This is an optimization exercise on Yosys and OpenROAD, whose aim is small area, a short achievable clock period and few clock cycles, not a production implementation. Only simulation tests tie the RTL to the original design; equivalence was not proved.

Design alu_unit, start of the top module:
module alu_unit (
	input  wire        clk,
	input  wire        rst,
	input  wire        start,
	input  wire [31:0] op1,
	input  wire [31:0] op2,
	input  wire [3:0]  selALU,
	output wire        done,
	output wire [31:0] result
);
reg [31:0] res;    
reg [31:0] ra;     
reg [31:0] rb;     
reg        rdone;
reg        busy;
reg        mdiv;   
reg        first;  
reg        fnot;   
reg        fone;   
reg [4:0]  cnt;    
assign result = res | (~ra & {32{fnot}}) | {32{fone}};
assign done   = rdone;
wire        inv = selALU[0] | selALU[3];
wire [32:0] s   = {1'b0, op1} + {1'b0, op2 ^ {32{inv}}} + {32'b0, inv};
wire        lt  = ~s[32];
wire        eq  = (op1 == op2);
wire        z1  = ~|op1;
wire        z2  = ~|op2;
wire is_addsub = (selALU[3:1] == 3'd0);
wire is_mul    = (selALU == 4'd2);
wire is_div    = (selALU == 4'd3);
wire is_not    = (selALU == 4'd6);
wire one       = ((selALU == 4'd10) &  eq)
               | ((selALU == 4'd11) & ~eq)
               | ((selALU == 4'd12) & ~lt & ~eq)
               | ((selALU == 4'd13) &  lt)
               | (is_div & z2);
wire mul_long  = is_mul & ~z1 & ~z2;
wire div_long  = is_div & ~z2 & ~lt;
wire [4:0] lza, lzb;
clz32 u_lza (.x(ra), .n(lza));
  ...
export LEC_CHECK = 0
export ABC_AREA = 1
export CAP_MARGIN = 20
export CORE_MARGIN = 2
export CORE_UTILIZATION = 65
export SLEW_MARGIN = 20
export TNS_END_PERCENT = 0
create_clock -name core_clock -period 85.0 [get_ports {clk}]
standard.sh (not shown) runs the stock make flow with config.mk's settings and CLKGATE_MAP_FILE= SYNTH_SCRIPT=/design/flow/synth_recipe.tcl, a recipe that flattens the netlist after the stock synthesis.
==> flow/flow/run.sh <==
#!/bin/bash
# Standard ORFS layout, with two changes to how the layout is made:
# - the timing repair steps are asked to leave SETUP_SLACK_MARGIN ns of
#   setup slack (flow/margin.txt) so that they work on the paths that set
#   the achieved period;
# - the port buffers are plain buffers rather than delay cells.
# Constraints and clock are the standard flow's own.
set -euo pipefail
export SETUP_SLACK_MARGIN=$(cat flow/margin.txt)
export BUFFER_PORTS_ARGS="-buffer_cell sky130_fd_sc_hd__buf_1"
bash standard.sh > standard.log 2>&1
==> flow/flow/margin.txt <==
65.5
The first run went through all stages and came out clean.
Testbench counts at the start, summed over its fixed seeds: cycles 69,196.
Next try:
==> flow/flow/margin.txt (replaced) <==
65.9
- The changed run passed the timing, DRC and antenna checks
- via count falls by 1.3%
- register-to-register slack gets better by 440 ps

========
The RTL this note starts from:
==> flow/design.v <==
module rca #(parameter N = 32) (
	input  [N-1:0] a,
	input  [N-1:0] b,
	input          ci,
	output [N-1:0] s,
	output         co
);
wire [N:0] c;
assign c[0] = ci;
genvar i;
generate for (i = 0; i < N; i = i + 1) begin : g
	assign s[i]   = a[i] ^ b[i] ^ c[i];
	assign c[i+1] = (a[i] & b[i]) | (a[i] & c[i]) | (b[i] & c[i]);
end endgenerate
assign co = c[N];
endmodule
module csa #(parameter N = 32) (
	input  [N-1:0] x,
	input  [N-1:0] y,
	input  [N-1:0] z,
	output [N-1:0] s,
	output [N-1:0] c
);
assign s = x ^ y ^ z;
wire [N-1:0] m = (x & y) | (x & z) | (y & z);
assign c = {m[N-2:0], 1'b0};
endmodule
module clz32 (
	input  [31:0] x,
	output reg [4:0] n
);
integer i;
always @(*) begin
	n = 5'd0;
	for (i = 0; i < 32; i = i + 1)
		if (x[i]) n = 5'd31 - i[4:0];
end
endmodule
module alu_unit (
	input  wire        clk,
	input  wire        rst,
	input  wire        start,
	input  wire [31:0] op1,
	input  wire [31:0] op2,
	input  wire [3:0]  selALU,
	output wire        done,
	output wire [31:0] result
);
reg [31:0] res;    
reg [31:0] ra;     
reg [31:0] rb;     
reg        rdone;
reg        busy;
reg        mdiv;   
reg        first;  
reg        fnot;   
reg        fone;   
reg [4:0]  cnt;    
assign result = res | (~ra & {32{fnot}}) | {32{fone}};
assign done   = rdone;
wire        inv = selALU[0] | selALU[3];
wire [32:0] s   = {1'b0, op1} + {1'b0, op2 ^ {32{inv}}} + {32'b0, inv};
wire        lt  = ~s[32];
wire        eq  = (op1 == op2);
wire        z1  = ~|op1;
wire        z2  = ~|op2;
wire is_addsub = (selALU[3:1] == 3'd0);
wire is_mul    = (selALU == 4'd2);
wire is_div    = (selALU == 4'd3);
wire is_not    = (selALU == 4'd6);
wire one       = ((selALU == 4'd10) &  eq)
               | ((selALU == 4'd11) & ~eq)
               | ((selALU == 4'd12) & ~lt & ~eq)
               | ((selALU == 4'd13) &  lt)
               | (is_div & z2);
wire mul_long  = is_mul & ~z1 & ~z2;
wire div_long  = is_div & ~z2 & ~lt;
wire [4:0] lza, lzb;
clz32 u_lza (.x(ra), .n(lza));
clz32 u_lzb (.x(rb), .n(lzb));
wire        swap = first & (lza > lzb);
wire [31:0] mx   = swap ? rb : ra;
wire [31:0] my   = swap ? ra : rb;
wire [31:0] pp0 = my[0] ? mx        : 32'd0;
wire [31:0] pp1 = my[1] ? (mx << 1) : 32'd0;
wire [31:0] pp2 = my[2] ? (mx << 2) : 32'd0;
wire [31:0] pp3 = my[3] ? (mx << 3) : 32'd0;
wire [31:0] s1, c1, s2, c2, s3, c3, mp;
wire        mco;
csa #(32) u_c1 (.x(res), .y(pp0), .z(pp1), .s(s1), .c(c1));
csa #(32) u_c2 (.x(s1),  .y(c1),  .z(pp2), .s(s2), .c(c2));
csa #(32) u_c3 (.x(s2),  .y(c2),  .z(pp3), .s(s3), .c(c3));
rca #(32) u_ma (.a(s3), .b(c3), .ci(1'b0), .s(mp), .co(mco));
wire mul_last = ~|my[31:4];
wire [4:0]  sh  = first ? (lzb - lza) : 5'd0;
wire [31:0] dv  = rb << sh;
wire [4:0]  ce  = first ? sh : cnt;
wire [31:0] dt;
wire        dge;
rca #(32) u_ds (.a(ra), .b(~dv), .ci(1'b1), .s(dt), .co(dge));
wire div_last = (ce == 5'd0);
always @(posedge clk) begin
	if (start) begin
		res   <= s[31:0] & {32{is_addsub}};
		ra    <= op1;
		rb    <= op2;
		mdiv  <= is_div;
		first <= 1'b1;
	end else begin
		first <= 1'b0;
		if (mdiv) begin
			res <= {res[30:0], dge};
			ra  <= dge ? dt : ra;
			rb  <= dv >> 1;
			cnt <= ce - 5'd1;
		end else begin
			res <= mp;
			ra  <= mx << 4;
			rb  <= my >> 4;
		end
	end
	fnot <= start & is_not;
	fone <= start & one;
	if (rst) begin
		rdone <= 1'b0;
		busy  <= 1'b0;
	end else if (start) begin
		rdone <= ~(mul_long | div_long);
		busy  <= mul_long | div_long;
	end else if (busy & (mdiv ? div_last : mul_last)) begin
		rdone <= 1'b1;
		busy  <= 1'b0;
	end else begin
		rdone <= 1'b0;
	end
end
endmodule
==> flow/config.mk <==
export PLATFORM = sky130hd
export DESIGN_NAME = alu_unit
export DESIGN_NICKNAME = alu_unit
export VERILOG_FILES = /design/flow/design.v
export SDC_FILE = /design/flow/constraint.sdc
export NUM_CORES = 4
export LEC_CHECK = 0
export ABC_AREA = 1
export CAP_MARGIN = 20
export CORE_MARGIN = 2
export CORE_UTILIZATION = 55
export SLEW_MARGIN = 20
==> flow/constraint.sdc <==
create_clock -name core_clock -period 85.0 [get_ports {clk}]
set_input_delay 17.0000 -clock core_clock [delete_from_list [all_inputs] [get_ports {clk}]]
set_output_delay 17.0000 -clock core_clock [all_outputs]
set_load 0.01 [all_outputs]
==> flow/flow/run.sh <==
#!/bin/bash
# Standard ORFS layout, with the timing repair steps asked to leave
# SETUP_SLACK_MARGIN ns of setup slack so that they work on the paths
# that set the achieved period. Constraints and clock are the standard flow's own.
set -euo pipefail
export SETUP_SLACK_MARGIN=$(cat flow/margin.txt)
bash standard.sh > standard.log 2>&1
==> flow/flow/margin.txt <==
66
Testbench counts at the start, summed over its fixed seeds: cycles 69,196.
Edit:
==> flow/flow/margin.txt (replaced) <==
65
After rerunning: Non-clock buffer count came out lower by 46; worst setup slack is worse by 0.081 ns; cell count falls by 1.8%; wire length falls by 3.6%; synthesized area is unchanged; final area decreases by 4.5%; global-route usage decreases by 1.4 points; synthesized cell count stays the same.
Edit:
==> flow/flow/run.sh (replaced) <==
#!/bin/bash
# Standard ORFS layout, with two changes to how the layout is made:
# - the timing repair steps are asked to leave SETUP_SLACK_MARGIN ns of
#   setup slack (flow/margin.txt) so that they work on the paths that set
#   the achieved period;
# - the port buffers are plain buffers rather than delay cells.
# Constraints and clock are the standard flow's own.
set -euo pipefail
export SETUP_SLACK_MARGIN=$(cat flow/margin.txt)
export BUFFER_PORTS_ARGS="-buffer_cell sky130_fd_sc_hd__buf_1"
bash standard.sh > standard.log 2>&1
==> flow/flow/margin.txt (replaced) <==
65.5
After rerunning: Final cell count went up by 0.91%; core utilization is lower by 0.84 points; synthesized cell count does not change; register-to-register slack gains 0.29 ns; worst setup slack loses 0.092 ns; global-route usage rises by 0.74 points.
Edit:
==> flow/flow/margin.txt (replaced) <==
65
What happened: The changed run ran to the end with no violations; global-route usage went down by 1.9 points; sequential share of layout area went up by 0.60 points; non-clock buffer count fell by 23; setup slack degrades by 0.023 ns; via count shrinks by 1.9%; clock-buffer cell count is unchanged; first-iteration DRC count fell by 0.65%; die area is unchanged.

## separate check: timing with driven ports
The results above use ideal ports. As a check the final layouts listed here were re-extracted and re-timed, cells and wires unchanged. Step 1 sets driving cells, clkbuf_16 on the clock port and buf_2 on the other inputs (assumed; they add their load-dependent delay and slew). Step 2 also shifts input and output timing later by t, the mid clock arrival at the registers, as if the neighbouring blocks saw the same clock. Three values: ideal, step 1, step 2; two values: the first two.
run	shift t [ns]	setup WS [ns]	worst slew at a driven data input, ns
the first run of note 1	0.427	65.644 / 65.674 / 65.247	0.04
the second run of note 1	0.420	65.918 / 65.946 / 65.526	0.04
the first run of note 2	0.421	65.373 / 65.376 / 64.955	0.06
the second run of note 2	0.410	65.292 / 65.319 / 64.909	0.05
the third run of note 2	0.419	65.200 / 65.201 / 64.782	0.06
the fourth run of note 2	0.419	65.177 / 65.201 / 64.782	0.04
After both steps every run listed still meets setup and hold.
